This design comes from an exercise in tuning for small area, a short achievable clock period and few clock cycles per item on the open sky130 flow, not from production work. At most, simulation tests tie the RTL to the original design; equivalence was not proved. No functional check of the RTL was part of runs 1 and 2.

==> flow/design.v (outline; a module is shown in full before it is edited, if it fits) <==
// module mod_add: 12 lines
// module mod_sub: 12 lines
// module booth_enc: 41 lines
// module mul_cs: 750 lines
// module add3_46: 100 lines
// module modq_fold1: 116 lines
// module modq_fold2: 54 lines
// module modq_addsub: 149 lines
// module g1_rom: 265 lines
// module ntt_core: 196 lines
// module ntt256: 20 lines
module ntt256 (
    input  wire        clk,
    input  wire        rst_n,
    input  wire        start,
    output wire        done,
    output wire [7:0]  ram_addr_a,
    output wire        ram_we_a,
    output wire [23:0] ram_wdata_a,
    input  wire [23:0] ram_rdata_a,
    output wire [7:0]  ram_addr_b,
    output wire        ram_we_b,
    output wire [23:0] ram_wdata_b,
    input  wire [23:0] ram_rdata_b
);
  // ...
==> flow/flow/run.sh <==
#!/bin/bash
# Standard layout (the standard.sh), with timing repair aiming for 6.8 ns of setup slack.
set -euo pipefail
bash standard.sh SETUP_SLACK_MARGIN=6.8 finish > standard_flow.log 2>&1
==> flow/standard.sh <==
#!/bin/bash
# synth_recipe.tcl (not shown) runs the flow's synth.tcl, then flattens the netlist and writes it again
# the make line also repeats each setting of config.mk as NAME=value (left out here)
make -C /OpenROAD-flow-scripts/flow DESIGN_CONFIG=/design/flow/config.mk WORK_HOME=/design/flow/orfs CLKGATE_MAP_FILE= SYNTH_SCRIPT=/design/flow/synth_recipe.tcl "${@:-finish}"
==> flow/config.mk <==
export PLATFORM = sky130hd
export DESIGN_NAME = ntt256
export DESIGN_NICKNAME = ntt256
export VERILOG_FILES = /design/flow/design.v
export SDC_FILE = /design/flow/constraint.sdc
export NUM_CORES = 4
export LEC_CHECK = 0
export ABC_AREA = 1
export CAP_MARGIN = 20
export CORE_MARGIN = 2
export CORE_UTILIZATION = 40
export SLEW_MARGIN = 20
export SYNTH_MEMORY_MAX_BITS = 8192
==> flow/constraint.sdc <==
create_clock -name core_clock -period 10.0 [get_ports {clk}]
set_input_delay 2.0000 -clock core_clock [delete_from_list [all_inputs] [get_ports {clk}]]
set_output_delay 2.0000 -clock core_clock [all_outputs]
set_load 0.01 [all_outputs]
==> results_dict.tcl, run 1 <==
set metrics [dict create \
    status "no timing/DRC/antenna violations" \
    most-common-layout-cells "923 x sky130_fd_sc_hd__nand2_1, 687 x sky130_fd_sc_hd__inv_1, 359 x sky130_fd_sc_hd__xor2_1" \
    min_delay_path_depth 0 \
    grtUsageMet3_pct 8.07 \
    holdBufCountCts 0 \
    worst_setup_path_start_kind "register" \
    utilization_pct 49.5 \
    post_synth_inst_count 5764 \
    n_fill_cell 10624 \
    timing.critical_path.slowest_stage_cell "sky130_fd_sc_hd__dfstp_2" \
    met2_demand_to_capacity_share_in_global_routing_pct 53.9 \
    synthToLayoutAreaGrowth_pct 23.0 \
    synth-edff-count 46 \
    max_clock_freq_ghz 0.299 \
    reg2reg_slack_ns 6.66 \
    setup_violators_final 0 \
    synth.area.top_cells "sky130_fd_sc_hd__dfxtp_1 20%, sky130_fd_sc_hd__fa_1 12%, sky130_fd_sc_hd__ha_1 9.8%" \
    instances_no_fill 7563 \
    vias 44576 \
    largest_registers "u_ntt.ms (46), u_ntt.prod (46), u_ntt.mc (44)" \
    first_pass_grt_wire_length_mm 294 \
    worstHoldPathType "register to register" \
    dp.final_hpwl_mm 148 \
]
==> inputs of run 2 (changes only) <==
--- a/flow/config.mk
+++ b/flow/config.mk
@@ -6,8 +6,8 @@
 export NUM_CORES = 4
 export LEC_CHECK = 0
 export ABC_AREA = 1
-export CAP_MARGIN = 20
+export CAP_MARGIN = 5
 export CORE_MARGIN = 2
 export CORE_UTILIZATION = 40
-export SLEW_MARGIN = 20
+export SLEW_MARGIN = 5
 export SYNTH_MEMORY_MAX_BITS = 8192
==> run 2 against run 1 <==
  * Design area is 1.2% lower
  * Highest routed layer is now met5
  * Area after synthesis stayed put
  * Still clean
  * Synthesized cell count stayed put
  * Wire length is 1.3% lower
  * Sequential cell count stayed put
  * Die area stayed put
  * Count of clock-buffer cells in the layout is 2 higher
  * Non-clock buffer count stayed put
  * Worst hold slack better by 0.051 ns
  * Critical path depth is 12 higher
  * Largest cell class unchanged
==> results_dict.tcl, run 2 <==
set metrics [dict create \
    synth.area.top_cells "sky130_fd_sc_hd__dfxtp_1 20%, sky130_fd_sc_hd__fa_1 12%, sky130_fd_sc_hd__ha_1 9.8%" \
    synth.yosys.warnings 2 \
    remaining_drc_errors 0 \
    worst_ep_arrival_time_ns 3.81 \
    design.core.area_sq_um 110000 \
    synthToLayoutAreaGrowth_pct 21.5 \
    holdBufCountCts 0 \
    fin_crit_period_ns 3.35 \
    worst_setup_hold_path_clk_slew_ns 0.06 \
    grt_pass1_vias 42441 \
    ys_dominant_reg_cell "sky130_fd_sc_hd__dfxtp_1" \
    timing.clock.skew_ns 0.0903 \
    multiInputGateArea_sq_um 31100 \
    synth_area_sq_um 44400 \
    tritoncts_clock_tree "built" \
    max_slew_margin_pct 22.1 \
    final.period_utilization_pct 33.5 \
    cts_buffer_depth 3 \
    postSynthRegisterBits 529 \
    h-tree-depth 2 \
    first_pass_grt_wire_length_mm 294 \
    post_synth_inst_count 5764 \
    utilization_pct 48.9 \
    r2r_end "u_ntt.wr[4]$_DFF_P_" \
    critPathRequiredTime_ns 10.47 \
    worstHoldPathType "register to register" \
    n_fill_cell 10849 \
    floorplan.die.height_microns 337 \
    ys_seq_area_share_pct 25.2 \
    routed_wirelength_mm 208 \
    tritoncts.num_buffers 59 \
    maxSlewViolCount 0 \
    synth_top_cell_area_share_pct 20.4 \
    setup_violators_final 0 \
    layout.nets 6691 \
    placer_s_final_routability_congestion_estimate 1.06 \
    most-common-layout-cells "923 x sky130_fd_sc_hd__nand2_1, 696 x sky130_fd_sc_hd__inv_1, 369 x sky130_fd_sc_hd__xor2_1" \
    antenna_found_initial 15 \
    detail_route.iter0.violations 5060 \
    synthDominantAreaCellType "sky130_fd_sc_hd__dfxtp_1" \
    timing.final.hold_violations 0 \
    fp-row-count 122 \
    yosys.cell_count.top_type "sky130_fd_sc_hd__nand2_1" \
    largest_registers "u_ntt.ms (46), u_ntt.prod (46), u_ntt.mc (44)" \
    synth_cell_type_count 71 \
    grt_setup_unrepaired "true" \
    die_w_microns 337 \
    r2r.worst_path.cells 13 \
    netlist_top_cells_count "966 x sky130_fd_sc_hd__nand2_1, 776 x sky130_fd_sc_hd__inv_1, 453 x sky130_fd_sc_hd__dfxtp_1" \
    maxCapViolations 0 \
    max_clock_freq_ghz 0.299 \
    vias 44239 \
    post_synth.cell_area_avg_sq_um 7.71 \
    global_route.overflow_total 0 \
    die_area_sq_um 114000 \
    detail_route.first_pass.iterations 8 \
    worst-slew-pin-transition_ns 1.16 \
    largest_net_degree_at_the_start_of_global_routing 66 \
    sequential_cell_area_sq_um 11500 \
    reg2reg_slack_ns 6.65 \
    layout.cells.most_common "sky130_fd_sc_hd__nand2_1" \
    dp.final_hpwl_mm 148 \
    end_kind "register" \
    hp-start "u_ntt.x[19]$_DFF_P_" \
    synth-edff-count 46 \
    gr-usage-all-layers_pct 35.4 \
    status "no timing/DRC/antenna violations" \
    final_layout_size_suffix_gt1_share_pct 18.2 \
    io_buffers 113 \
    worstReg2RegStart "u_ntt.e[2]$_DFF_P_" \
    crit_path_max_fanout 23 \
    clk_root_buffer_cell "sky130_fd_sc_hd__clkbuf_16" \
    initial_core_util_pct 40.3 \
    tns_ns 0 \
    tritoncts_num_sinks 529 \
    avgViaCountPerCell 5.85 \
    worst_setup_path_endpoint "u_ntt.wr[4]$_DFF_P_" \
    design.portCount 118 \
    worst_setup_path_start_kind "register" \
    clkLatencyLatePin_ns 0.73 \
    cp-startpoint "u_ntt.e[2]$_DFF_P_" \
    async_reset_ff_share_pct 5.67 \
    crit_type "register to register" \
    avgRoutedWirePerCell_microns 27.4 \
    antenna_violating_nets_remaining 0 \
]
-- run 2: cell counts after synthesis --
No cell type changed its count.
-- run 2: worst min-delay path by stage --
stage                           endpoint  slack, ns  cells past startpoint
floorplan            u_ntt.mc[0]$_DFF_P_       0.33                      0
global placement    u_ntt.h2[19]$_DFF_P_       0.37                      0
detailed placement  u_ntt.h2[19]$_DFF_P_       0.36                      0
CTS                  u_ntt.h2[4]$_DFF_P_       0.38                      0
global route        u_ntt.h2[19]$_DFF_P_       0.38                      0
finish              u_ntt.h2[19]$_DFF_P_       0.38                      0
-- run 2: layout make-up --
type | count | area share [%]
multi-input combinational | 4176 | 57.6
timing repair buffer | 424 | 7.33
clock buffer | 76 | 3.08
clock inverter | 35 | 0.811
timing repair inverter | 33 | 0.399
inverter | 804 | 6.02
sequential | 529 | 21.3
tap | 1488 | 3.45
antenna | 3 | 0.0139
-- run 2: cells by family after synthesis --
group | count (synthesis) | share of synthesized area, %
AO/OA/AOI/OAI | 1271 | 17.2
XOR/XNOR | 443 | 9.03
adder cells (fa/ha/maj) | 615 | 21.8
buffers and inverters | 1062 | 9.07
flip-flops | 529 | 25.2
multiplexers | 5 | 0.121
other | 1 | 0.00844
AND/OR/NAND/NOR | 1838 | 17.6
-- run 2: layer usage --
metal | vias to the layer above | share of wire [%] | global-route usage (%)
met2 | 2597 | 43 | 53.7
met5 | - | 0.012 | 0
met1 | 21263 | 40 | 46.3
li1 | 19707 | - | -
met3 | 668 | 9.7 | 7.34
met4 | 4 | 7.1 | 21.6
-- run 2: critical path: stages (launching register included) --
cell and delay, ns:
sky130_fd_sc_hd__dfxtp_2 0.36, sky130_fd_sc_hd__buf_12 0.20, sky130_fd_sc_hd__clkinv_2 0.14, sky130_fd_sc_hd__buf_4 0.39, sky130_fd_sc_hd__nor2_1 0.07, sky130_fd_sc_hd__buf_4 0.21, sky130_fd_sc_hd__nand2_1 0.16, sky130_fd_sc_hd__nand2_1 0.14
sky130_fd_sc_hd__nor2_1 0.52, sky130_fd_sc_hd__a21oi_1 0.13, sky130_fd_sc_hd__a21oi_1 0.38, sky130_fd_sc_hd__a21oi_1 0.17, sky130_fd_sc_hd__nand2_1 0.10, sky130_fd_sc_hd__o21ai_0 0.15
-- run 2: repair_timing --
| action | CTS | global route |
|---|---|---|
| endpoints found under the hold margin | 0 | 0 |
| pin swaps | 27 | 86 |
| resized for setup | 791 | 301 |
| setup buffers | 143 | 94 |
| endpoints found under the setup margin | 258 | 216 |
| cloned | 37 | 3 |
-- run 2: metrics by stage --
| stage | cell area, sq um | setup slack (ns) | hold slack (ns) | instances |
|---|---|---|---|---|
| floorplan | 44500 | 6.80 | 0.329 | 5765 |
| global placement | 47000 | 5.15 | 0.368 | 7177 |
| detailed placement | 47000 | 5.28 | 0.361 | 7177 |
| CTS | 52000 | 6.66 | 0.375 | 7468 |
| global route | 54000 | 6.55 | 0.379 | 7567 |
| finish | 54000 | 6.65 | 0.376 | 7568 |
==> module ntt_core, before the edit <==
module ntt_core #(
    parameter WIDTH = 24
)(
    input  wire          clk,
    input  wire          rst_n,
    input  wire          start,
    output reg           done,
    output reg  [7:0]    ram_addr_a,
    output reg           ram_we_a,
    output wire [WIDTH-1:0] ram_wdata_a,
    input  wire [WIDTH-1:0] ram_rdata_a,
    output reg  [7:0]    ram_addr_b,
    output reg           ram_we_b,
    output wire [WIDTH-1:0] ram_wdata_b,
    input  wire [WIDTH-1:0] ram_rdata_b
);
    localparam [22:0] Q = 23'd8380417;
    localparam [10:0] T_END = 11'd1039;    
    function [7:0] rd_addr(input [1:0] P, input [5:0] g, input [1:0] k);
        begin
            case (P)
                2'd0: rd_addr = {k[0], k[1], g[2], g[3], g[4], g[5], g[1], ~(g[0] ^ g[1])};
                2'd1: rd_addr = {g[5], g[4], k[0], k[1], g[1], ~(g[0] ^ g[1]), g[3], g[2]};
                2'd2: rd_addr = {g[5], g[4], k[1], k[0], g[1], g[0], g[3], g[2]};
                2'd3: rd_addr = {k[1], k[0], g[1], g[0], g[5], g[4], g[3], g[2]};
            endcase
        end
    endfunction
    function [7:0] wr_addr(input [1:0] P, input [5:0] g, input [1:0] k);
        begin
            case (P)
                2'd0: wr_addr = {~(g[0] ^ g[1]), g[1], g[2], g[3], g[4], g[5], k[1], k[0]};
                2'd1: wr_addr = {g[5], g[4], ~(g[0] ^ g[1]), g[1], k[1], k[0], g[3], g[2]};
                2'd2: wr_addr = {g[5], g[4], k[1], k[0], g[1], g[0], g[3], g[2]};
                2'd3: wr_addr = {k[1], k[0], g[1], g[0], g[5], g[4], g[3], g[2]};
            endcase
        end
    endfunction
    function [7:0] tw_exp(input [1:0] P, input [5:0] g, input [1:0] sel);
        reg [7:0] m;
        begin
            m = 8'd0;
            case (P)
                2'd0: m = {1'b0, 1'b0, 1'b0, 1'b0, 1'b0, 1'b0, 1'b0, 1'b0};
                2'd1: m = {1'b0, 1'b0, 1'b0, 1'b0, 1'b0, 1'b0, g[3], g[2]};
                2'd2: m = {1'b0, 1'b0, 1'b0, 1'b0, g[1], g[0], g[3], g[2]};
                2'd3: m = {1'b0, 1'b0, g[1], g[0], g[5], g[4], g[3], g[2]};
            endcase
            case (P)
                2'd0: tw_exp = (sel == 2'd0) ? (((m << 1) | 8'd1) << 7) :
                             (sel == 2'd1) ? (((m << 1) | 8'd1) << 6) :
                                             (((m << 1) | 8'd3) << 6);
                2'd1: tw_exp = (sel == 2'd0) ? (((m << 1) | 8'd1) << 5) :
                             (sel == 2'd1) ? (((m << 1) | 8'd1) << 4) :
                                             (((m << 1) | 8'd9) << 4);
                2'd2: tw_exp = (sel == 2'd0) ? (((m << 1) | 8'd1) << 3) :
                             (sel == 2'd1) ? (((m << 1) | 8'd1) << 2) :
                                             (((m << 1) | 8'd33) << 2);
                2'd3: tw_exp = (sel == 2'd0) ? (((m << 1) | 8'd1) << 1) :
                             (sel == 2'd1) ? (((m << 1) | 8'd1) << 0) :
                                             (((m << 1) | 8'd129) << 0);
            endcase
        end
    endfunction
    localparam [7:0] IDLE_B = 8'd193;     
    reg         running;
    reg  [10:0] t;
    wire [10:0] n   = t + 11'd1;          
    wire [1:0]  ph  = n[1:0];
    wire [8:0]  qn  = n[10:2];
    wire [8:0]  g1  = qn - 9'd1;
    wire [8:0]  g2  = qn - 9'd2;
    wire [8:0]  g3  = qn - 9'd3;
    wire [8:0]  g4  = qn - 9'd4;
    reg  [7:0] nxt_a, nxt_b;
    reg        nxt_we;
    always @(*) begin
        nxt_a  = 8'd0;
        nxt_b  = IDLE_B;
        nxt_we = 1'b0;
        case (ph)
            2'd0: begin
                if (!qn[8]) nxt_b = rd_addr(qn[7:6], qn[5:0], 2'd3);
                if (!g1[8]) nxt_a = rd_addr(g1[7:6], g1[5:0], 2'd2);
            end
            2'd1: begin
                if (!g1[8]) nxt_b = rd_addr(g1[7:6], g1[5:0], 2'd1);
                if (!g2[8]) nxt_a = rd_addr(g2[7:6], g2[5:0], 2'd0);
            end
            2'd3: if (!g3[8]) begin
                nxt_a  = wr_addr(g3[7:6], g3[5:0], 2'd0);
                nxt_b  = wr_addr(g3[7:6], g3[5:0], 2'd2);
                nxt_we = 1'b1;
            end
            default: if (!g4[8]) begin
                nxt_a  = wr_addr(g4[7:6], g4[5:0], 2'd1);
                nxt_b  = wr_addr(g4[7:6], g4[5:0], 2'd3);
                nxt_we = 1'b1;
            end
        endcase
    end
    always @(posedge clk or negedge rst_n) begin
        if (!rst_n) begin
            running    <= 1'b0;
            done       <= 1'b0;
            t          <= 11'd0;
            ram_addr_a <= 8'd0;
            ram_addr_b <= IDLE_B;
            ram_we_a   <= 1'b0;
            ram_we_b   <= 1'b0;
        end else begin
            ram_addr_a <= nxt_a;
            ram_addr_b <= nxt_b;
            ram_we_a   <= nxt_we & running;
            ram_we_b   <= nxt_we & running;
            if (running) begin
                if (n == T_END) begin
                    running <= 1'b0;
                    done    <= 1'b1;
                    t       <= 11'd0;
                end else begin
                    t <= n;
                end
            end else if (start) begin
                running <= 1'b1;
                done    <= 1'b0;
                t       <= 11'd1;
            end
        end
    end
    wire [10:0] te  = t + 11'd3;
    wire [1:0]  phe = te[1:0];
    reg  [8:0]  ge;
    reg  [1:0]  sel;
    always @(*) begin
        case (phe)
            2'd3:    begin ge = te[10:2];          sel = 2'd0; end
            2'd0:    begin ge = te[10:2] - 9'd2;   sel = 2'd0; end
            2'd2:    begin ge = te[10:2] - 9'd2;   sel = 2'd1; end
            default: begin ge = te[10:2] - 9'd3;   sel = 2'd2; end
        endcase
    end
    reg  [7:0]  e;
    reg  [22:0] wr;
    reg  [35:0] w;                    
    wire [22:0] rom_w;
    wire [35:0] w_enc;
    g1_rom   u_rom  ( .e(e), .w(rom_w) );
    booth_enc u_enc ( .b(wr), .bd(w_enc) );
    reg  [22:0] rd_a, rd_b;           
    reg  [22:0] v;                    
    reg  [22:0] ua;                   
    reg  [22:0] h1, h2, h3;           
    reg  [45:0] ms, mc, md;           
    reg  [45:0] prod;
    reg  [26:0] r1;
    reg  [22:0] tm;
    reg  [22:0] x, y;
    wire [26:0] fold1_out;
    wire [22:0] fold2_out;
    wire [22:0] add_out, sub_out;
    wire [45:0] mul_s, mul_c, mul_d, prod_sum;
    mul_cs     u_mul   ( .a(v), .bd(w), .s(mul_s), .c(mul_c), .d(mul_d) );
    add3_46    u_add3  ( .a(ms), .b(mc), .c(md), .s(prod_sum) );
    modq_fold1 u_fold1 ( .p(prod), .r(fold1_out) );
    modq_fold2 u_fold2 ( .r(r1), .t(fold2_out) );
    modq_addsub u_as   ( .u(ua), .t(tm), .x(add_out), .y(sub_out) );
    always @(posedge clk) begin
        e    <= tw_exp(ge[7:6], ge[5:0], sel);
        wr   <= rom_w;
        w    <= w_enc;
        rd_a <= ram_rdata_a[22:0];
        rd_b <= ram_rdata_b[22:0];
        case (ph)
            2'd2:    begin v <= h2;   ua <= x;    end
            2'd1:    begin v <= h3;   ua <= h1;   end
            default: begin v <= rd_b; ua <= rd_a; end
        endcase
        h2 <= x;                      
        case (t[1:0])
            2'd0: h3 <= y;
            2'd1: h1 <= y;
            default: ;
        endcase
        ms   <= mul_s;
        mc   <= mul_c;
        md   <= mul_d;
        prod <= prod_sum;
        r1   <= fold1_out;
        tm   <= fold2_out;
        x    <= add_out;
        y    <= sub_out;
    end
    assign ram_wdata_a = {1'b0, x};
    assign ram_wdata_b = {1'b0, y};
endmodule
==> inputs of run 3 (changes only) <==
--- a/flow/design.v
+++ b/flow/design.v
@@ -1680,10 +1680,9 @@
             2'd1:    begin v <= h3;   ua <= h1;   end
             default: begin v <= rd_b; ua <= rd_a; end
         endcase
-        h2 <= x;                      
         case (t[1:0])
-            2'd0: h3 <= y;
-            2'd1: h1 <= y;
+            2'd0: begin h2 <= x; h3 <= y; end
+            2'd1: begin h1 <= y; end
             default: ;
         endcase
         ms   <= mul_s;
==> flow/flow/run.sh (replaced) <==
#!/bin/bash
# Standard layout (the standard.sh), with timing repair aiming for 7.1 ns of setup slack.
set -euo pipefail
bash standard.sh SETUP_SLACK_MARGIN=7.1 finish > standard_flow.log 2>&1
--- a/flow/config.mk
+++ b/flow/config.mk
@@ -6,8 +6,8 @@
 export NUM_CORES = 4
 export LEC_CHECK = 0
 export ABC_AREA = 1
-export CAP_MARGIN = 5
+export CAP_MARGIN = 20
 export CORE_MARGIN = 2
 export CORE_UTILIZATION = 40
-export SLEW_MARGIN = 5
+export SLEW_MARGIN = 20
 export SYNTH_MEMORY_MAX_BITS = 8192
==> run 3 against run 2 <==
  * Area after synthesis increased by 0.73%
  * Non-clock buffer count increased by 175
  * Wire length increased by 3.9%
  * Largest cell class unchanged
  * Synthesized cell count increased by 0.21%
  * Die area increased by 0.72%
  * Cell count increased by 2.4%
  * Register-to-register slack improved by 0.09 ns
  * Worst hold slack got worse by 0.011 ns
==> results_dict.tcl, run 3 <==
set metrics [dict create \
    maxCapViolations 0 \
    layout.cells.most_common "sky130_fd_sc_hd__nand2_1" \
    synth_area_sq_um 44800 \
    tritoncts_num_sinks 529 \
    routed_wirelength_mm 216 \
    status "no timing/DRC/antenna violations" \
    met1Wirelength_mm 85.1 \
    vias 45810 \
    floorplan.die.height_microns 339 \
    post_synth_inst_count 5776 \
    instance_area_after_placement_sq_um 47600 \
    netlist_top_cells_count "905 x sky130_fd_sc_hd__nand2_1, 804 x sky130_fd_sc_hd__inv_1, 430 x sky130_fd_sc_hd__dfxtp_1" \
    min_delay_path_depth 0 \
    ys_dominant_reg_cell "sky130_fd_sc_hd__dfxtp_1" \
    detail_route.iter0.violations 5143 \
    cp.buffers_inverters 1 \
    design.portCount 118 \
    remaining_drc_errors 0 \
    synth.yosys.warnings 2 \
    r2r.worst_path.cells 15 \
    fp-row-count 122 \
    grt_pass1_vias 43711 \
    worst_setup_path_start_kind "register" \
    antenna_found_initial 17 \
    final.period_utilization_pct 33.3 \
    grt_setup_unrepaired "true" \
    clkLatencyLatePin_ns 0.71 \
    max_slew_margin_pct 38.2 \
    max_clock_freq_ghz 0.301 \
    worst_setup_hold_path_clk_slew_ns 0.06 \
    die_w_microns 339 \
    critical_path_depth 1 \
    dp.final_hpwl_mm 146 \
    detail_route.first_pass.iterations 8 \
    crit_type "register to output pin" \
    tns_ns 0 \
    async_reset_ff_share_pct 5.67 \
    synth_top_cell_area_share_pct 19.2 \
    holdBufCountCts 0 \
    io_buffers 113 \
    worstHoldPathType "register to register" \
    critPathRequiredTime_ns 8.00 \
    synth_cell_type_count 78 \
    route.met3.wl_mm 19.9 \
    clk_root_buffer_cell "sky130_fd_sc_hd__clkbuf_16" \
    cp_top_family "flip-flops" \
    most-common-layout-cells "791 x sky130_fd_sc_hd__nand2_1, 647 x sky130_fd_sc_hd__inv_1, 354 x sky130_fd_sc_hd__buf_4" \
    h-tree-depth 2 \
    avgViaCountPerCell 5.91 \
    yosys.cell_count.top_type "sky130_fd_sc_hd__nand2_1" \
    global_route.overflow_total 0 \
    largest_net_degree_at_the_start_of_global_routing 73 \
    final_layout_size_suffix_gt1_share_pct 29.0 \
    first_pass_grt_wire_length_mm 302 \
    sequential_cell_area_sq_um 11800 \
    antenna_violating_nets_remaining 0 \
    n_fill_cell 10332 \
    timing.clock.skew_ns 0.0626 \
    stdcell_area_sq_um 59200 \
    reg2reg_slack_ns 6.74 \
    layout.nets 6870 \
    worst-slew-pin-transition_ns 0.924 \
    multiInputGateArea_sq_um 33700 \
    setup_violators_final 0 \
    synth-edff-count 69 \
    routed_met2_length_mm 93.4 \
    synthDominantAreaCellType "sky130_fd_sc_hd__dfxtp_1" \
    synth.area.top_cells "sky130_fd_sc_hd__dfxtp_1 19%, sky130_fd_sc_hd__fa_1 12%, sky130_fd_sc_hd__ha_1 9.8%" \
    highest_layer "met5" \
    end_kind "output pin" \
    design.core.area_sq_um 111000 \
    crit_path_max_fanout 1 \
    post_synth.cell_area_avg_sq_um 7.75 \
    cts_buffer_depth 3 \
    synthToLayoutAreaGrowth_pct 32.2 \
    gr-usage-all-layers_pct 35.5 \
    fin_crit_period_ns 3.33 \
    tritoncts_clock_tree "built" \
    maxSlewViolCount 0 \
    avgRoutedWirePerCell_microns 27.8 \
    postSynthRegisterBits 529 \
    timing.critical_path.slowest_stage_cell "sky130_fd_sc_hd__dfstp_2" \
    cp_cell_sequence "buf_6" \
    worst_ep_arrival_time_ns 1.33 \
    timing.final.hold_violations 0 \
    ys_seq_area_share_pct 25.5 \
    tritoncts.num_buffers 61 \
    die_area_sq_um 115000 \
    utilization_pct 53.4 \
    slowest_delay_ns 0.53 \
    initial_core_util_pct 40.4 \
    placer_s_final_routability_congestion_estimate 1.05 \
    largest_registers "u_ntt.ms (46), u_ntt.prod (46), u_ntt.mc (44)" \
]
run 3: changes by cell type after synthesis, moves of 20 or more:
cell / change
sky130_fd_sc_hd__o21ai_0: +21
sky130_fd_sc_hd__nand3_1: -50
sky130_fd_sc_hd__nand2_1: -61
sky130_fd_sc_hd__edfxtp_1: +23
sky130_fd_sc_hd__a21oi_1: -20
sky130_fd_sc_hd__nor2_1: +28
sky130_fd_sc_hd__inv_1: +28
sky130_fd_sc_hd__dfxtp_1: -23
run 3: worst paths after layout:
path,to,startpoint
max in group asynchronous,u_ntt.ram_addr_b[7]$_DFF_PN1_,rst_n
min,u_ntt.w[1]$_DFF_P_,u_ntt.wr[0]$_DFF_P_
max,ram_addr_b[0],u_ntt.ram_addr_b[0]$_DFF_PN1_
min in group asynchronous,u_ntt.ram_addr_b[4]$_DFF_PN0_,rst_n
max reg2reg,u_ntt.r1[20]$_DFF_P_,u_ntt.prod[24]$_DFF_P_
min reg2reg,u_ntt.w[1]$_DFF_P_,u_ntt.wr[0]$_DFF_P_
run 3: per-stage QoR:
stage	cells	hold WS [ns]	setup WS, ns
floorplan	5777	0.329	7.07
global placement	7193	0.344	5.01
detailed placement	7193	0.341	5.23
CTS	7587	0.353	6.64
global route	7748	0.367	6.64
finish	7749	0.365	6.67
run 3: repair_timing:
action	in CTS	in global routing
resized for setup	1283	626
setup endpoints to repair	287	269
setup buffers	245	151
pin swaps	160	260
gates cloned	36	5
run 3: final cells by class:
type | count | area share (%)
Inverter | 834 | 5.81
Clock inverter | 38 | 0.748
Clock buffer | 75 | 2.88
Tap cell | 1488 | 3.15
Antenna cell | 6 | 0.0254
Multi-Input combinational cell | 4153 | 57.0
Timing Repair inverter | 27 | 0.326
Sequential cell | 529 | 20.0
Timing Repair Buffer | 599 | 10.1
run 3: cells by family after synthesis:
| kind of cell | Yosys count | share of synthesized area [%] |
|---|---|---|
| and+or+nand+nor | 1766 | 16.8 |
| muxes | 4 | 0.0978 |
| adders and majority gates | 616 | 21.6 |
| xor gates and xnor gates | 442 | 8.76 |
| DFF | 529 | 25.5 |
| AOI/OAI and AO/OA | 1320 | 17.8 |
| other | 1 | 0.00838 |
| buffers and inverters | 1098 | 9.35 |
run 3: layer usage:
metal / up-vias / global-route usage (%)
met3: 767 / 6.75
met1: 22269 / 46.0
met4: 10 / 22.0
met2: 2647 / 54.5
met5: - / 0
li1: 20117 / -
Testbench counts of run 3, summed over its fixed seeds: cycles 18,702, ntts 18.
==> module g1_rom, before the edit <==
module g1_rom(
    input  wire [7:0]  e,
    output reg  [22:0] w
);
    always @(*) begin
        case (e)
            8'd0: w = 23'd1;
            8'd1: w = 23'd1753;
            8'd2: w = 23'd3073009;
            8'd3: w = 23'd6757063;
            8'd4: w = 23'd3602218;
            8'd5: w = 23'd4234153;
            8'd6: w = 23'd5801164;
            8'd7: w = 23'd3994671;
            8'd8: w = 23'd5010068;
            8'd9: w = 23'd8352605;
            8'd10: w = 23'd1528066;
            8'd11: w = 23'd5346675;
            8'd12: w = 23'd3415069;
            8'd13: w = 23'd2998219;
            8'd14: w = 23'd1356448;
            8'd15: w = 23'd6195333;
            8'd16: w = 23'd7778734;
            8'd17: w = 23'd1182243;
            8'd18: w = 23'd2508980;
            8'd19: w = 23'd6903432;
            8'd20: w = 23'd394148;
            8'd21: w = 23'd3747250;
            8'd22: w = 23'd7062739;
            8'd23: w = 23'd3105558;
            8'd24: w = 23'd5152541;
            8'd25: w = 23'd6695264;
            8'd26: w = 23'd4213992;
            8'd27: w = 23'd3980599;
            8'd28: w = 23'd5483103;
            8'd29: w = 23'd7921677;
            8'd30: w = 23'd348812;
            8'd31: w = 23'd8077412;
            8'd32: w = 23'd5178923;
            8'd33: w = 23'd2660408;
            8'd34: w = 23'd4183372;
            8'd35: w = 23'd586241;
            8'd36: w = 23'd5269599;
            8'd37: w = 23'd2387513;
            8'd38: w = 23'd3482206;
            8'd39: w = 23'd3363542;
            8'd40: w = 23'd4855975;
            8'd41: w = 23'd6400920;
            8'd42: w = 23'd7814814;
            8'd43: w = 23'd5767564;
            8'd44: w = 23'd3756790;
            8'd45: w = 23'd7025525;
            8'd46: w = 23'd4912752;
            8'd47: w = 23'd5365997;
            8'd48: w = 23'd3764867;
            8'd49: w = 23'd4423672;
            8'd50: w = 23'd2811291;
            8'd51: w = 23'd507927;
            8'd52: w = 23'd2071829;
            8'd53: w = 23'd3195676;
            8'd54: w = 23'd3901472;
            8'd55: w = 23'd860144;
            8'd56: w = 23'd7737789;
            8'd57: w = 23'd4829411;
            8'd58: w = 23'd1736313;
            8'd59: w = 23'd1665318;
            8'd60: w = 23'd2917338;
            8'd61: w = 23'd2039144;
            8'd62: w = 23'd4561790;
            8'd63: w = 23'd1900052;
            8'd64: w = 23'd3765607;
            8'd65: w = 23'd5720892;
            8'd66: w = 23'd5744944;
            8'd67: w = 23'd6006015;
            8'd68: w = 23'd2740543;
            8'd69: w = 23'd2192938;
            8'd70: w = 23'd5989328;
            8'd71: w = 23'd7009900;
            8'd72: w = 23'd2663378;
            8'd73: w = 23'd1009365;
            8'd74: w = 23'd1148858;
            8'd75: w = 23'd2647994;
            8'd76: w = 23'd7562881;
            8'd77: w = 23'd8291116;
            8'd78: w = 23'd2683270;
            8'd79: w = 23'd2358373;
            8'd80: w = 23'd2682288;
            8'd81: w = 23'd636927;
            8'd82: w = 23'd1937570;
            8'd83: w = 23'd2491325;
            8'd84: w = 23'd1095468;
            8'd85: w = 23'd1239911;
            8'd86: w = 23'd3035980;
            8'd87: w = 23'd508145;
            8'd88: w = 23'd2453983;
            8'd89: w = 23'd2678278;
            8'd90: w = 23'd1987814;
            8'd91: w = 23'd6764887;
            8'd92: w = 23'd556856;
            8'd93: w = 23'd4040196;
            8'd94: w = 23'd1011223;
            8'd95: w = 23'd4405932;
            8'd96: w = 23'd5234739;
            8'd97: w = 23'd8321269;
            8'd98: w = 23'd5258977;
            8'd99: w = 23'd527981;
            8'd100: w = 23'd3704823;
            8'd101: w = 23'd8111961;
            8'd102: w = 23'd7080401;
            8'd103: w = 23'd545376;
            8'd104: w = 23'd676590;
            8'd105: w = 23'd4423473;
            8'd106: w = 23'd2462444;
            8'd107: w = 23'd749577;
            8'd108: w = 23'd6663429;
            8'd109: w = 23'd7070156;
            8'd110: w = 23'd7727142;
            8'd111: w = 23'd2926054;
            8'd112: w = 23'd557458;
            8'd113: w = 23'd5095502;
            8'd114: w = 23'd7270901;
            8'd115: w = 23'd7655613;
            8'd116: w = 23'd3241972;
            8'd117: w = 23'd1254190;
            8'd118: w = 23'd2925816;
            8'd119: w = 23'd140244;
            8'd120: w = 23'd2815639;
            8'd121: w = 23'd8129971;
            8'd122: w = 23'd5130263;
            8'd123: w = 23'd1163598;
            8'd124: w = 23'd3345963;
            8'd125: w = 23'd7561656;
            8'd126: w = 23'd6143691;
            8'd127: w = 23'd1054478;
            8'd128: w = 23'd4808194;
            8'd129: w = 23'd6444997;
            8'd130: w = 23'd1277625;
            8'd131: w = 23'd2105286;
            8'd132: w = 23'd3182878;
            8'd133: w = 23'd6607829;
            8'd134: w = 23'd1787943;
            8'd135: w = 23'd8368538;
            8'd136: w = 23'd4317364;
            8'd137: w = 23'd822541;
            8'd138: w = 23'd482649;
            8'd139: w = 23'd8041997;
            8'd140: w = 23'd1759347;
            8'd141: w = 23'd141835;
            8'd142: w = 23'd5604662;
            8'd143: w = 23'd3123762;
            8'd144: w = 23'd3542485;
            8'd145: w = 23'd87208;
            8'd146: w = 23'd2028118;
            8'd147: w = 23'd1994046;
            8'd148: w = 23'd928749;
            8'd149: w = 23'd2296099;
            8'd150: w = 23'd2461387;
            8'd151: w = 23'd7277073;
            8'd152: w = 23'd1714295;
            8'd153: w = 23'd4969849;
            8'd154: w = 23'd4892034;
            8'd155: w = 23'd2569011;
            8'd156: w = 23'd3192354;
            8'd157: w = 23'd6458423;
            8'd158: w = 23'd8052569;
            8'd159: w = 23'd3531229;
            8'd160: w = 23'd5496691;
            8'd161: w = 23'd6600190;
            8'd162: w = 23'd5157610;
            8'd163: w = 23'd7200804;
            8'd164: w = 23'd2101410;
            8'd165: w = 23'd4768667;
            8'd166: w = 23'd4197502;
            8'd167: w = 23'd214880;
            8'd168: w = 23'd7946292;
            8'd169: w = 23'd1596822;
            8'd170: w = 23'd169688;
            8'd171: w = 23'd4148469;
            8'd172: w = 23'd6444618;
            8'd173: w = 23'd613238;
            8'd174: w = 23'd2312838;
            8'd175: w = 23'd6663603;
            8'd176: w = 23'd7375178;
            8'd177: w = 23'd6084020;
            8'd178: w = 23'd5396636;
            8'd179: w = 23'd7192532;
            8'd180: w = 23'd4361428;
            8'd181: w = 23'd2642980;
            8'd182: w = 23'd7153756;
            8'd183: w = 23'd3430436;
            8'd184: w = 23'd4795319;
            8'd185: w = 23'd635956;
            8'd186: w = 23'd235407;
            8'd187: w = 23'd2028038;
            8'd188: w = 23'd1853806;
            8'd189: w = 23'd6500539;
            8'd190: w = 23'd6458164;
            8'd191: w = 23'd7598542;
            8'd192: w = 23'd3761513;
            8'd193: w = 23'd6924527;
            8'd194: w = 23'd3852015;
            8'd195: w = 23'd6346610;
            8'd196: w = 23'd4793971;
            8'd197: w = 23'd6653329;
            8'd198: w = 23'd6125690;
            8'd199: w = 23'd3020393;
            8'd200: w = 23'd6705802;
            8'd201: w = 23'd5926272;
            8'd202: w = 23'd5418153;
            8'd203: w = 23'd3009748;
            8'd204: w = 23'd4805951;
            8'd205: w = 23'd2513018;
            8'd206: w = 23'd5601629;
            8'd207: w = 23'd6187330;
            8'd208: w = 23'd2129892;
            8'd209: w = 23'd4415111;
            8'd210: w = 23'd4564692;
            8'd211: w = 23'd6987258;
            8'd212: w = 23'd4874037;
            8'd213: w = 23'd4541938;
            8'd214: w = 23'd621164;
            8'd215: w = 23'd7826699;
            8'd216: w = 23'd1460718;
            8'd217: w = 23'd4611469;
            8'd218: w = 23'd5183169;
            8'd219: w = 23'd1723229;
            8'd220: w = 23'd3870317;
            8'd221: w = 23'd4908348;
            8'd222: w = 23'd6026202;
            8'd223: w = 23'd4606686;
            8'd224: w = 23'd5178987;
            8'd225: w = 23'd2772600;
            8'd226: w = 23'd8106357;
            8'd227: w = 23'd5637006;
            8'd228: w = 23'd1159875;
            8'd229: w = 23'd5199961;
            8'd230: w = 23'd6018354;
            8'd231: w = 23'd7609976;
            8'd232: w = 23'd7044481;
            8'd233: w = 23'd4620952;
            8'd234: w = 23'd5046034;
            8'd235: w = 23'd4357667;
            8'd236: w = 23'd4430364;
            8'd237: w = 23'd6161950;
            8'd238: w = 23'd7921254;
            8'd239: w = 23'd7987710;
            8'd240: w = 23'd7159240;
            8'd241: w = 23'd4663471;
            8'd242: w = 23'd4158088;
            8'd243: w = 23'd6545891;
            8'd244: w = 23'd2156050;
            8'd245: w = 23'd8368000;
            8'd246: w = 23'd3374250;
            8'd247: w = 23'd6866265;
            8'd248: w = 23'd2283733;
            8'd249: w = 23'd5925040;
            8'd250: w = 23'd3258457;
            8'd251: w = 23'd5011144;
            8'd252: w = 23'd1858416;
            8'd253: w = 23'd6201452;
            8'd254: w = 23'd1744507;
            8'd255: w = 23'd7648983;
        endcase
    end
endmodule
==> inputs of run 4 (changes only) <==
--- a/flow/design.v
+++ b/flow/design.v
@@ -1238,268 +1238,54 @@
 `timescale 1ns / 1ps
 module g1_rom(
     input  wire [7:0]  e,
-    output reg  [22:0] w
+    output wire [22:0] w
 );
-    always @(*) begin
-        case (e)
-            8'd0: w = 23'd1;
-            8'd1: w = 23'd1753;
-            8'd2: w = 23'd3073009;
-            8'd3: w = 23'd6757063;
-            8'd4: w = 23'd3602218;
-            8'd5: w = 23'd4234153;
-            8'd6: w = 23'd5801164;
-            8'd7: w = 23'd3994671;
-            8'd8: w = 23'd5010068;
-            8'd9: w = 23'd8352605;
-            8'd10: w = 23'd1528066;
-            8'd11: w = 23'd5346675;
-            8'd12: w = 23'd3415069;
-            8'd13: w = 23'd2998219;
-            8'd14: w = 23'd1356448;
-            8'd15: w = 23'd6195333;
-            8'd16: w = 23'd7778734;
-            8'd17: w = 23'd1182243;
-            8'd18: w = 23'd2508980;
-            8'd19: w = 23'd6903432;
-            8'd20: w = 23'd394148;
-            8'd21: w = 23'd3747250;
-            8'd22: w = 23'd7062739;
-            8'd23: w = 23'd3105558;
-            8'd24: w = 23'd5152541;
-            8'd25: w = 23'd6695264;
-            8'd26: w = 23'd4213992;
-            8'd27: w = 23'd3980599;
-            8'd28: w = 23'd5483103;
-            8'd29: w = 23'd7921677;
-            8'd30: w = 23'd348812;
-            8'd31: w = 23'd8077412;
-            8'd32: w = 23'd5178923;
-            8'd33: w = 23'd2660408;
-            8'd34: w = 23'd4183372;
-            8'd35: w = 23'd586241;
-            8'd36: w = 23'd5269599;
-            8'd37: w = 23'd2387513;
-            8'd38: w = 23'd3482206;
-            8'd39: w = 23'd3363542;
-            8'd40: w = 23'd4855975;
-            8'd41: w = 23'd6400920;
-            8'd42: w = 23'd7814814;
-            8'd43: w = 23'd5767564;
-            8'd44: w = 23'd3756790;
-            8'd45: w = 23'd7025525;
-            8'd46: w = 23'd4912752;
-            8'd47: w = 23'd5365997;
-            8'd48: w = 23'd3764867;
-            8'd49: w = 23'd4423672;
-            8'd50: w = 23'd2811291;
-            8'd51: w = 23'd507927;
-            8'd52: w = 23'd2071829;
-            8'd53: w = 23'd3195676;
-            8'd54: w = 23'd3901472;
-            8'd55: w = 23'd860144;
-            8'd56: w = 23'd7737789;
-            8'd57: w = 23'd4829411;
-            8'd58: w = 23'd1736313;
-            8'd59: w = 23'd1665318;
-            8'd60: w = 23'd2917338;
-            8'd61: w = 23'd2039144;
-            8'd62: w = 23'd4561790;
-            8'd63: w = 23'd1900052;
-            8'd64: w = 23'd3765607;
-            8'd65: w = 23'd5720892;
-            8'd66: w = 23'd5744944;
-            8'd67: w = 23'd6006015;
-            8'd68: w = 23'd2740543;
-            8'd69: w = 23'd2192938;
-            8'd70: w = 23'd5989328;
-            8'd71: w = 23'd7009900;
-            8'd72: w = 23'd2663378;
-            8'd73: w = 23'd1009365;
-            8'd74: w = 23'd1148858;
-            8'd75: w = 23'd2647994;
-            8'd76: w = 23'd7562881;
-            8'd77: w = 23'd8291116;
-            8'd78: w = 23'd2683270;
-            8'd79: w = 23'd2358373;
-            8'd80: w = 23'd2682288;
-            8'd81: w = 23'd636927;
-            8'd82: w = 23'd1937570;
-            8'd83: w = 23'd2491325;
-            8'd84: w = 23'd1095468;
-            8'd85: w = 23'd1239911;
-            8'd86: w = 23'd3035980;
-            8'd87: w = 23'd508145;
-            8'd88: w = 23'd2453983;
-            8'd89: w = 23'd2678278;
-            8'd90: w = 23'd1987814;
-            8'd91: w = 23'd6764887;
-            8'd92: w = 23'd556856;
-            8'd93: w = 23'd4040196;
-            8'd94: w = 23'd1011223;
-            8'd95: w = 23'd4405932;
-            8'd96: w = 23'd5234739;
-            8'd97: w = 23'd8321269;
-            8'd98: w = 23'd5258977;
-            8'd99: w = 23'd527981;
-            8'd100: w = 23'd3704823;
-            8'd101: w = 23'd8111961;
-            8'd102: w = 23'd7080401;
-            8'd103: w = 23'd545376;
-            8'd104: w = 23'd676590;
-            8'd105: w = 23'd4423473;
-            8'd106: w = 23'd2462444;
-            8'd107: w = 23'd749577;
-            8'd108: w = 23'd6663429;
-            8'd109: w = 23'd7070156;
-            8'd110: w = 23'd7727142;
-            8'd111: w = 23'd2926054;
-            8'd112: w = 23'd557458;
-            8'd113: w = 23'd5095502;
-            8'd114: w = 23'd7270901;
-            8'd115: w = 23'd7655613;
-            8'd116: w = 23'd3241972;
-            8'd117: w = 23'd1254190;
-            8'd118: w = 23'd2925816;
-            8'd119: w = 23'd140244;
-            8'd120: w = 23'd2815639;
-            8'd121: w = 23'd8129971;
-            8'd122: w = 23'd5130263;
-            8'd123: w = 23'd1163598;
-            8'd124: w = 23'd3345963;
-            8'd125: w = 23'd7561656;
-            8'd126: w = 23'd6143691;
-            8'd127: w = 23'd1054478;
-            8'd128: w = 23'd4808194;
-            8'd129: w = 23'd6444997;
-            8'd130: w = 23'd1277625;
-            8'd131: w = 23'd2105286;
-            8'd132: w = 23'd3182878;
-            8'd133: w = 23'd6607829;
-            8'd134: w = 23'd1787943;
-            8'd135: w = 23'd8368538;
-            8'd136: w = 23'd4317364;
-            8'd137: w = 23'd822541;
-            8'd138: w = 23'd482649;
-            8'd139: w = 23'd8041997;
-            8'd140: w = 23'd1759347;
-            8'd141: w = 23'd141835;
-            8'd142: w = 23'd5604662;
-            8'd143: w = 23'd3123762;
-            8'd144: w = 23'd3542485;
-            8'd145: w = 23'd87208;
-            8'd146: w = 23'd2028118;
-            8'd147: w = 23'd1994046;
-            8'd148: w = 23'd928749;
-            8'd149: w = 23'd2296099;
-            8'd150: w = 23'd2461387;
-            8'd151: w = 23'd7277073;
-            8'd152: w = 23'd1714295;
-            8'd153: w = 23'd4969849;
-            8'd154: w = 23'd4892034;
-            8'd155: w = 23'd2569011;
-            8'd156: w = 23'd3192354;
-            8'd157: w = 23'd6458423;
-            8'd158: w = 23'd8052569;
-            8'd159: w = 23'd3531229;
-            8'd160: w = 23'd5496691;
-            8'd161: w = 23'd6600190;
-            8'd162: w = 23'd5157610;
-            8'd163: w = 23'd7200804;
-            8'd164: w = 23'd2101410;
-            8'd165: w = 23'd4768667;
-            8'd166: w = 23'd4197502;
-            8'd167: w = 23'd214880;
-            8'd168: w = 23'd7946292;
-            8'd169: w = 23'd1596822;
-            8'd170: w = 23'd169688;
-            8'd171: w = 23'd4148469;
-            8'd172: w = 23'd6444618;
-            8'd173: w = 23'd613238;
-            8'd174: w = 23'd2312838;
-            8'd175: w = 23'd6663603;
-            8'd176: w = 23'd7375178;
-            8'd177: w = 23'd6084020;
-            8'd178: w = 23'd5396636;
-            8'd179: w = 23'd7192532;
-            8'd180: w = 23'd4361428;
-            8'd181: w = 23'd2642980;
-            8'd182: w = 23'd7153756;
-            8'd183: w = 23'd3430436;
-            8'd184: w = 23'd4795319;
-            8'd185: w = 23'd635956;
-            8'd186: w = 23'd235407;
-            8'd187: w = 23'd2028038;
-            8'd188: w = 23'd1853806;
-            8'd189: w = 23'd6500539;
-            8'd190: w = 23'd6458164;
-            8'd191: w = 23'd7598542;
-            8'd192: w = 23'd3761513;
-            8'd193: w = 23'd6924527;
-            8'd194: w = 23'd3852015;
-            8'd195: w = 23'd6346610;
-            8'd196: w = 23'd4793971;
-            8'd197: w = 23'd6653329;
-            8'd198: w = 23'd6125690;
-            8'd199: w = 23'd3020393;
-            8'd200: w = 23'd6705802;
-            8'd201: w = 23'd5926272;
-            8'd202: w = 23'd5418153;
-            8'd203: w = 23'd3009748;
-            8'd204: w = 23'd4805951;
-            8'd205: w = 23'd2513018;
-            8'd206: w = 23'd5601629;
-            8'd207: w = 23'd6187330;
-            8'd208: w = 23'd2129892;
-            8'd209: w = 23'd4415111;
-            8'd210: w = 23'd4564692;
-            8'd211: w = 23'd6987258;
-            8'd212: w = 23'd4874037;
-            8'd213: w = 23'd4541938;
-            8'd214: w = 23'd621164;
-            8'd215: w = 23'd7826699;
-            8'd216: w = 23'd1460718;
-            8'd217: w = 23'd4611469;
-            8'd218: w = 23'd5183169;
-            8'd219: w = 23'd1723229;
-            8'd220: w = 23'd3870317;
-            8'd221: w = 23'd4908348;
-            8'd222: w = 23'd6026202;
-            8'd223: w = 23'd4606686;
-            8'd224: w = 23'd5178987;
-            8'd225: w = 23'd2772600;
-            8'd226: w = 23'd8106357;
-            8'd227: w = 23'd5637006;
-            8'd228: w = 23'd1159875;
-            8'd229: w = 23'd5199961;
-            8'd230: w = 23'd6018354;
-            8'd231: w = 23'd7609976;
-            8'd232: w = 23'd7044481;
-            8'd233: w = 23'd4620952;
-            8'd234: w = 23'd5046034;
-            8'd235: w = 23'd4357667;
-            8'd236: w = 23'd4430364;
-            8'd237: w = 23'd6161950;
-            8'd238: w = 23'd7921254;
-            8'd239: w = 23'd7987710;
-            8'd240: w = 23'd7159240;
-            8'd241: w = 23'd4663471;
-            8'd242: w = 23'd4158088;
-            8'd243: w = 23'd6545891;
-            8'd244: w = 23'd2156050;
-            8'd245: w = 23'd8368000;
-            8'd246: w = 23'd3374250;
-            8'd247: w = 23'd6866265;
-            8'd248: w = 23'd2283733;
-            8'd249: w = 23'd5925040;
-            8'd250: w = 23'd3258457;
-            8'd251: w = 23'd5011144;
-            8'd252: w = 23'd1858416;
-            8'd253: w = 23'd6201452;
-            8'd254: w = 23'd1744507;
-            8'd255: w = 23'd7648983;
-        endcase
-    end
+    localparam [255:0] T0 = 256'hc58a09351e9254b725008821ebf13e66570c1a7f49aa9219071da1393942baaf;
+    localparam [255:0] T1 = 256'hc05aec59c1aab15ebd01f2773d6cf0d9df23c1114f264d395a0d15d118e32c98;
+    localparam [255:0] T2 = 256'ha102f00cbb575806dffe6b4aa11d4b7a8dbef51aef7ae29bc938bdd4f99593c8;
+    localparam [255:0] T3 = 256'h6cc7b2abfbc875c7b4451466c25a2e94f86a2d28915a2cba75268e77750932f2;
+    localparam [255:0] T4 = 256'hd790b6e6e83c7878635eaf63eb8dd5b427dd0273598b0f5ed5be76f219e41b06;
+    localparam [255:0] T5 = 256'h724ac8c7317934df73a2a9df3b3ad144327cc79f94bfacbf6fc2f1238e3748b4;
+    localparam [255:0] T6 = 256'hfd89c0b7dd6de8df90593cc7c355142a48d6a5fe0de283c97682f0d496402a4e;
+    localparam [255:0] T7 = 256'h8b6f8318c72f0f26a51ece36845301ae63dda556858f5f4813879f80447de16e;
+    localparam [255:0] T8 = 256'h10a9854c6bb9d229d50ba2a3ce3946baaab5b270197b6d5779b62a040bb12e34;
+    localparam [255:0] T9 = 256'hd8347e9bdc57019c4d0874a558d4a82fd1b007bcf27a3fe2d4a376e9519a633e;
+    localparam [255:0] T10 = 256'hc8f16dc336bf1ebd063a9ec3764b4e0fd350923c76139ea9a49644250d6838d2;
+    localparam [255:0] T11 = 256'h57635da29bfbee4251ddea4161f9b64d5600524eda218006ecd207321f26b028;
+    localparam [255:0] T12 = 256'hdd455df4465b71c8aeae36175a061cbfc11c0f869f56c0b1e793758e49097fb8;
+    localparam [255:0] T13 = 256'hae7f8d1460c5ce53ab48800e9d1ca98461f4fa07f933dbed8e07e6783aa16394;
+    localparam [255:0] T14 = 256'h1bdccd62ebf3fb4d98a67ba9c20e15672d1e6ba357e1daf38c2fd0bce4cc0794;
+    localparam [255:0] T15 = 256'he5b8d654600c0c2ece1b842ff644dbb0494ff43322b7e59cd27cc20e3941e8f4;
+    localparam [255:0] T16 = 256'h046f917554e65873a748e9898ae2c5c578327e21e986967f6adbb6c5d0e82e08;
+    localparam [255:0] T17 = 256'h636e3b6fff9aa784ec145c856fbdbcc635a42b23cce8b2ce255e658593d7861c;
+    localparam [255:0] T18 = 256'hb82726a987a4e9e018ca880e88ddc6a0464ed4436dcc2206f19804654b95f79c;
+    localparam [255:0] T19 = 256'h7aa5e5677c589ad71b6a2b2c479c9ac14747a9fb76476bd9bed5790fa9e8a3c4;
+    localparam [255:0] T20 = 256'hf664e0dc5980c64598870b01d10d58d4fa3840362434344fad719cd4b823ded0;
+    localparam [255:0] T21 = 256'h85fdc186108929afe0e9d91af8e188ba335cf4722b49f9b1116536e6aaed329c;
+    localparam [255:0] T22 = 256'haaabffede6bed77ae15f916f668049a3660e7267880030ce4302ef11b7498b68;
+    assign w[0] = T0[e];
+    assign w[1] = T1[e];
+    assign w[2] = T2[e];
+    assign w[3] = T3[e];
+    assign w[4] = T4[e];
+    assign w[5] = T5[e];
+    assign w[6] = T6[e];
+    assign w[7] = T7[e];
+    assign w[8] = T8[e];
+    assign w[9] = T9[e];
+    assign w[10] = T10[e];
+    assign w[11] = T11[e];
+    assign w[12] = T12[e];
+    assign w[13] = T13[e];
+    assign w[14] = T14[e];
+    assign w[15] = T15[e];
+    assign w[16] = T16[e];
+    assign w[17] = T17[e];
+    assign w[18] = T18[e];
+    assign w[19] = T19[e];
+    assign w[20] = T20[e];
+    assign w[21] = T21[e];
+    assign w[22] = T22[e];
 endmodule
 `timescale 1ns / 1ps
 module ntt_core #(
==> flow/flow/run.sh (replaced) <==
#!/bin/bash
# Standard layout (the standard.sh), with timing repair aiming for 6.8 ns of setup slack.
set -euo pipefail
bash standard.sh SETUP_SLACK_MARGIN=6.8 finish > standard_flow.log 2>&1
--- a/flow/config.mk
+++ b/flow/config.mk
@@ -8,6 +8,5 @@
 export ABC_AREA = 1
 export CAP_MARGIN = 20
 export CORE_MARGIN = 2
-export CORE_UTILIZATION = 40
+export CORE_UTILIZATION = 50
 export SLEW_MARGIN = 20
-export SYNTH_MEMORY_MAX_BITS = 8192
==> run 4 against run 3 <==
  * Largest cell class unchanged
  * Non-clock buffer count is 192 lower
  * Clock skew down 0.018 ns
  * Register-to-register slack got worse by 0.39 ns
  * Synthesized cell count fell by 1.3%
  * Maximum frequency fell by 8.9%
  * Area after synthesis decreased by 0.68%
  * Still clean on timing, DRC and antenna
  * Via count fell by 2.4%
  * Critical path type is now register to register
==> results_dict.tcl, run 4 <==
set metrics [dict create \
    synth.area.top_cells "sky130_fd_sc_hd__dfxtp_1 19%, sky130_fd_sc_hd__fa_1 12%, sky130_fd_sc_hd__ha_1 9.7%" \
    grt.met1_usage_pct 52.4 \
    crit_path_max_fanout 12 \
    post_synth.cell_area_avg_sq_um 7.80 \
    worstHoldPathType "register to register" \
    worst_setup_path_start_kind "register" \
    cts_buffer_depth 3 \
    ys_dominant_reg_cell "sky130_fd_sc_hd__dfxtp_1" \
    gr-max-usage-layer "met2" \
    async_reset_ff_share_pct 5.67 \
    max_clock_freq_ghz 0.274 \
    netlist_top_cells_count "883 x sky130_fd_sc_hd__nand2_1, 782 x sky130_fd_sc_hd__inv_1, 430 x sky130_fd_sc_hd__dfxtp_1" \
    timing.final.hold_violations 0 \
    antenna_violating_nets_remaining 0 \
    final_layout_size_suffix_gt1_share_pct 18.2 \
    maxCapViolations 0 \
    grt_pass1_vias 43023 \
    met2_demand_to_capacity_share_in_global_routing_pct 63.5 \
    fin_crit_period_ns 3.65 \
    avgViaCountPerCell 6.23 \
    grtUsageMet3_pct 12.5 \
    design.core.area_sq_um 88200 \
    die_w_microns 302 \
    clk_root_buffer_cell "sky130_fd_sc_hd__clkbuf_16" \
    avgRoutedWirePerCell_microns 27.6 \
    utilization_pct 60.2 \
    synthToLayoutAreaGrowth_pct 19.5 \
    gr-usage-all-layers_pct 41.8 \
    synth.yosys.warnings 1 \
    tritoncts_clock_tree "built" \
    synth_cell_type_count 77 \
    detail_route.iter0.violations 5838 \
    floorplan.die.height_microns 302 \
    vias 44696 \
    worst_setup_hold_path_clk_slew_ns 0.06 \
    post_synth_inst_count 5701 \
    end_kind "register" \
    layout.nets 6610 \
    largest_registers "u_ntt.ms (46), u_ntt.prod (46), u_ntt.mc (44)" \
    initial_core_util_pct 50.4 \
    worst-slew-pin-transition_ns 0.899 \
    clkLatencyLatePin_ns 0.70 \
    synth_top_cell_area_share_pct 19.4 \
    postSynthRegisterBits 529 \
    fp-row-count 109 \
    placer_s_final_routability_congestion_estimate 1.06 \
    maxSlewViolCount 0 \
    die_area_sq_um 91300 \
    setup_violators_final 0 \
    io_buffers 113 \
    max_slew_margin_pct 39.9 \
    first_pass_grt_wire_length_mm 282 \
    design.portCount 118 \
    remaining_drc_errors 0 \
    timing.clock.skew_ns 0.0446 \
    synthDominantAreaCellType "sky130_fd_sc_hd__dfxtp_1" \
    h-tree-depth 2 \
    tritoncts.num_buffers 58 \
    routed_wirelength_mm 198 \
    tritoncts_num_sinks 529 \
    most-common-layout-cells "854 x sky130_fd_sc_hd__nand2_1, 712 x sky130_fd_sc_hd__inv_1, 374 x sky130_fd_sc_hd__xor2_1" \
    crit_type "register to register" \
    antenna_found_initial 12 \
    final.period_utilization_pct 36.5 \
    dp.final_hpwl_mm 137 \
    layout.cells.most_common "sky130_fd_sc_hd__nand2_1" \
    largest_net_degree_at_the_start_of_global_routing 109 \
    synth-edff-count 69 \
    status "no timing/DRC/antenna violations" \
    detail_route.first_pass.iterations 15 \
    ys_seq_area_share_pct 25.7 \
    global_route.overflow_total 0 \
    yosys.cell_count.top_type "sky130_fd_sc_hd__nand2_1" \
    synth_area_sq_um 44500 \
    worst_ep_arrival_time_ns 4.23 \
    tns_ns 0 \
    critPathRequiredTime_ns 10.58 \
    grt_setup_unrepaired "true" \
]
## run 4: changes by cell type in the layout (fill, tap and decap cells not counted), moves of 50 or more
cell and change:
sky130_fd_sc_hd__a21oi_1 +50, sky130_fd_sc_hd__buf_4 -111, sky130_fd_sc_hd__buf_6 -64, sky130_fd_sc_hd__fa_1 +72
sky130_fd_sc_hd__fa_2 -72, sky130_fd_sc_hd__inv_1 +65, sky130_fd_sc_hd__inv_2 -67, sky130_fd_sc_hd__nand2_1 +63
## run 4: final timing paths
kind / from / end / slack, ns / cells after the start
max in group asynchronous: rst_n / u_ntt.ram_addr_b[6]$_DFF_PN1_ / 7.93 / 2
worst min register to register: u_ntt.wr[0]$_DFF_P_ / u_ntt.w[1]$_DFF_P_ / 0.36 / 0
worst max register to register: u_ntt.v[16]$_DFF_P_ / u_ntt.mc[29]$_DFF_P_ / 6.35 / 9
worst max-delay path: u_ntt.v[16]$_DFF_P_ / u_ntt.mc[29]$_DFF_P_ / 6.35 / 9
min in group asynchronous: rst_n / u_ntt.t[9]$_DFFE_PN0P_ / 1.74 / 2
worst min-delay path: u_ntt.wr[0]$_DFF_P_ / u_ntt.w[1]$_DFF_P_ / 0.36 / 0
## run 4: metal layers
layer,share of wire (%),up-vias
met1,38,21246
met4,7.7,16
met2,43,2993
met3,11,926
met5,0.075,-
li1,-,19515
## run 4: cell type report
class                           count  area (sq um)
Antenna cell                        7          17.5
Fill cell                        7655         35100
Inverter                          819          3290
Timing Repair inverter             32           200
Sequential cell                   529         11700
Clock buffer                       72          1650
Multi-Input combinational cell   4105         30800
Timing Repair Buffer              407          3570
Clock inverter                     38           443
Tap cell                         1165          1460
## run 4: worst max-delay path: stages, from the launching register on
cell and delay, ns:
sky130_fd_sc_hd__dfxtp_4 0.38, sky130_fd_sc_hd__clkinvlp_4 0.08, sky130_fd_sc_hd__buf_6 0.18, sky130_fd_sc_hd__o22ai_1 0.31
sky130_fd_sc_hd__xor2_1 0.48, sky130_fd_sc_hd__fa_1 0.63, sky130_fd_sc_hd__fa_1 0.46, sky130_fd_sc_hd__inv_1 0.14
sky130_fd_sc_hd__fa_1 0.45, sky130_fd_sc_hd__fa_1 0.43
## run 4: what timing repair did
item                                    in CTS  in global routing
gates cloned                                34                  3
gates resized for setup                    695                337
hold buffers                                 0                  0
pin swaps                                   30                 68
endpoints found under the setup margin     259                185
buffers inserted                           137                 75
## run 4: logic make-up after synthesis
family / share of synthesized area [%]
AO/OA/AOI/OAI: 17.9
XOR/XNOR: 8.93
adder cells (fa/ha/maj): 21.6
buffers and inverters: 9.14
flip-flops: 25.7
multiplexers: 0.0985
other: 0.00843
AND/OR/NAND/NOR: 16.7
## run 4: through the flow
step	instance area, sq um	hold slack (ns)	worst slack [ns]	cells
final	53200	0.358	6.35	7174
after global routing	53100	0.357	6.41	7167
after CTS	51100	0.364	6.68	7089
after detailed placement	46700	0.365	5.50	6808
after global placement	46700	0.357	5.29	6807
after floorplan	44500	0.329	6.80	5702
Testbench counts of run 4, summed over its fixed seeds: cycles 18,702, ntts 18.
==> inputs of run 5 (changes only) <==
--- a/flow/config.mk
+++ b/flow/config.mk
@@ -8,5 +8,5 @@
 export ABC_AREA = 1
 export CAP_MARGIN = 20
 export CORE_MARGIN = 2
-export CORE_UTILIZATION = 50
+export CORE_UTILIZATION = 40
 export SLEW_MARGIN = 20
==> run 5 against run 4 <==
  * Synthesized cell count stayed put
  * Area after synthesis did not move
  * Sequential cell count is the same
  * Cell count increased by 4.2%
  * Non-clock buffer count fell by 16
  * Design area shrank 0.19%
  * Die area increased by 25%
  * Critical endpoint is now u_ntt.wr[12]$_DFF_P_
  * Largest cell class unchanged
==> results_dict.tcl, run 5 <==
set metrics [dict create \
    final_layout_size_suffix_gt1_share_pct 17.6 \
    worst_setup_path_endpoint "u_ntt.wr[12]$_DFF_P_" \
    post_synth_inst_count 5701 \
    tritoncts_num_sinks 529 \
    cp_cell_sequence "buf_12, clkinvlp_4, ha_2, nor2_2, inv_1, nand2_1, nand4_1, a31oi_1, o21ai_1" \
    pre_cts_slack_ns 5.59 \
    initial_core_util_pct 40.2 \
    sequential_cell_area_sq_um 11700 \
    yosys.cell_count.top_type "sky130_fd_sc_hd__nand2_1" \
    maxCapViolations 0 \
    ys_seq_area_share_pct 25.7 \
    h-tree-depth 2 \
    crit_path_max_fanout 9 \
    design.core.area_sq_um 111000 \
    r2r.worst_path.cells 9 \
    final.period_utilization_pct 34.4 \
    timing.final.hold_violations 0 \
    floorplan.die.height_microns 337 \
    design.portCount 118 \
    synth_cell_type_count 77 \
    stdcell_area_sq_um 53000 \
    postSynthRegisterBits 529 \
    layout.cells.most_common "sky130_fd_sc_hd__nand2_1" \
    status "no timing/DRC/antenna violations" \
    slowest_delay_ns 0.56 \
    gr-usage-all-layers_pct 34.2 \
    async_reset_ff_share_pct 5.67 \
    cp.buffers_inverters 3 \
    dp.final_hpwl_mm 141 \
    avgViaCountPerCell 5.82 \
    synthDominantAreaCellType "sky130_fd_sc_hd__dfxtp_1" \
    global_route.overflow_total 0 \
    io_buffers 113 \
    reg2reg_slack_ns 6.56 \
    antenna_found_initial 8 \
    remaining_drc_errors 0 \
    utilization_pct 48.0 \
    synth_area_sq_um 44500 \
    worst_setup_path_start_kind "register" \
    tritoncts.num_buffers 61 \
    max_clock_freq_ghz 0.290 \
    post_synth.cell_area_avg_sq_um 7.80 \
    layout.nets 6590 \
    synth-edff-count 69 \
    die_w_microns 337 \
]
## run 5: cell types whose count changed in the layout (fill, tap and decap cells not counted), moves of 9 or more
cell                      before  now
sky130_fd_sc_hd__nand2_1     854  863
sky130_fd_sc_hd__dfxtp_4      64   37
sky130_fd_sc_hd__fa_2         24   34
sky130_fd_sc_hd__dfxtp_1     314  325
sky130_fd_sc_hd__nor2_2       26   37
sky130_fd_sc_hd__o22ai_1     250  262
sky130_fd_sc_hd__buf_6        48   33
sky130_fd_sc_hd__ha_4         37   27
sky130_fd_sc_hd__dfxtp_2      52   68
sky130_fd_sc_hd__fa_1        240  230
sky130_fd_sc_hd__o22ai_2      29   19
## run 5: layout make-up
cell class | count | share of cell area, %
tap | 1488 | 3.51
clock inverter | 41 | 0.849
timing repair buffer | 391 | 6.46
timing repair inverter | 25 | 0.297
antenna | 1 | 0.00472
sequential | 529 | 22.0
clock buffer | 74 | 3.12
multi-input combinational | 4105 | 57.6
inverter | 819 | 6.19
## run 5: stage by stage
stage | hold WS [ns]
2_1_floorplan | 0.329
3_3_place_gp | 0.353
3_5_place_dp | 0.367
4_1_cts | 0.362
5_1_grt | 0.364
6_report | 0.344
## run 5: worst min-delay path by stage
stage,startpoint,endpoint,slack (ns),depth (start not counted)
2_1_floorplan,u_ntt.w[0]$_DFF_P_,u_ntt.mc[0]$_DFF_P_,0.33,0
3_3_place_gp,u_ntt.wr[0]$_DFF_P_,u_ntt.w[1]$_DFF_P_,0.35,0
3_5_place_dp,u_ntt.wr[0]$_DFF_P_,u_ntt.w[1]$_DFF_P_,0.37,0
4_1_cts,u_ntt.wr[0]$_DFF_P_,u_ntt.w[1]$_DFF_P_,0.36,0
5_1_grt,u_ntt.wr[0]$_DFF_P_,u_ntt.w[1]$_DFF_P_,0.36,0
6_report,u_ntt.wr[0]$_DFF_P_,u_ntt.w[1]$_DFF_P_,0.34,0
## run 5: what timing repair did
| item | 4_1_cts | 5_1_grt |
|---|---|---|
| pin swaps | 31 | 70 |
| hold buffers | 0 | 0 |
| setup endpoints to repair | 251 | 186 |
| buffers inserted | 122 | 74 |
| gates cloned | 28 | 1 |
| endpoints found under the hold margin | 0 | 0 |
| gates resized for setup | 687 | 298 |
## run 5: logic make-up after synthesis
| logic type | share of synthesized area, % |
|---|---|
| simple gates | 16.7 |
| compound gates | 17.9 |
| buf+inv | 9.14 |
| fa+ha+maj | 21.6 |
| flops | 25.7 |
| xor+xnor | 8.93 |
| mux | 0.0985 |
| other cells | 0.00843 |
## run 5: worst reg2reg max path, stage by stage (launching register included)
cell                         delay [ns]
sky130_fd_sc_hd__dfxtp_1           0.35
sky130_fd_sc_hd__buf_12            0.15
sky130_fd_sc_hd__clkinvlp_4        0.20
sky130_fd_sc_hd__ha_2              0.33
sky130_fd_sc_hd__nor2_2            0.57
sky130_fd_sc_hd__inv_1             0.33
sky130_fd_sc_hd__nand2_1           0.24
sky130_fd_sc_hd__nand4_1           0.36
sky130_fd_sc_hd__a31oi_1           0.54
sky130_fd_sc_hd__o21ai_1           0.21
## run 5: per-layer routing
layer,track usage (%),vias up,share of wire [%]
met5,0,-,0.052
met2,53.4,2360,44
met4,20.0,10,7.1
li1,-,19489,-
met1,44.1,21026,40
met3,6.64,606,8.8

-- what the ideal ports hide --
In the flow no input, the clock included, has a driving cell. The finished layouts below were timed again as built, in two steps. Step 1, drivers: a clkbuf_16 drives clk and a buf_2 each remaining input, both assumed. Step 2, shift: input delay + t, output delay - t, t = (earliest + latest rising clock arrival at the registers) / 2. This alone moves slack from input paths to output paths. a / b / c = ideal / step 1 / step 2; a / b = the first two.
run | t, ns | setup slack, ns | hold slack, ns | worst register clock-pin slew, ns
run 1 | 0.765 | 6.657 / 6.578 / 6.551 | 0.325 / 0.325 / 0.325 | 0.07 / 0.07
run 2 | 0.760 | 6.651 / 6.616 / 6.519 | 0.376 / 0.376 / 0.376 | 0.07 / 0.07
run 3 | 0.754 | 6.674 / 6.598 / 6.657 | 0.365 / 0.365 / 0.365 | 0.07 / 0.07
run 4 | 0.750 | 6.351 / 6.351 / 6.308 | 0.358 / 0.358 / 0.358 | 0.07 / 0.07
run 5 | 0.734 | 6.556 / 6.556 / 6.556 | 0.344 / 0.344 / 0.344 | 0.07 / 0.07
After both steps setup and hold are still met in every run listed. For run 2, which loses most, drivers alone change the setup slack by -0.035 ns; drivers and shift together by -0.132 ns.
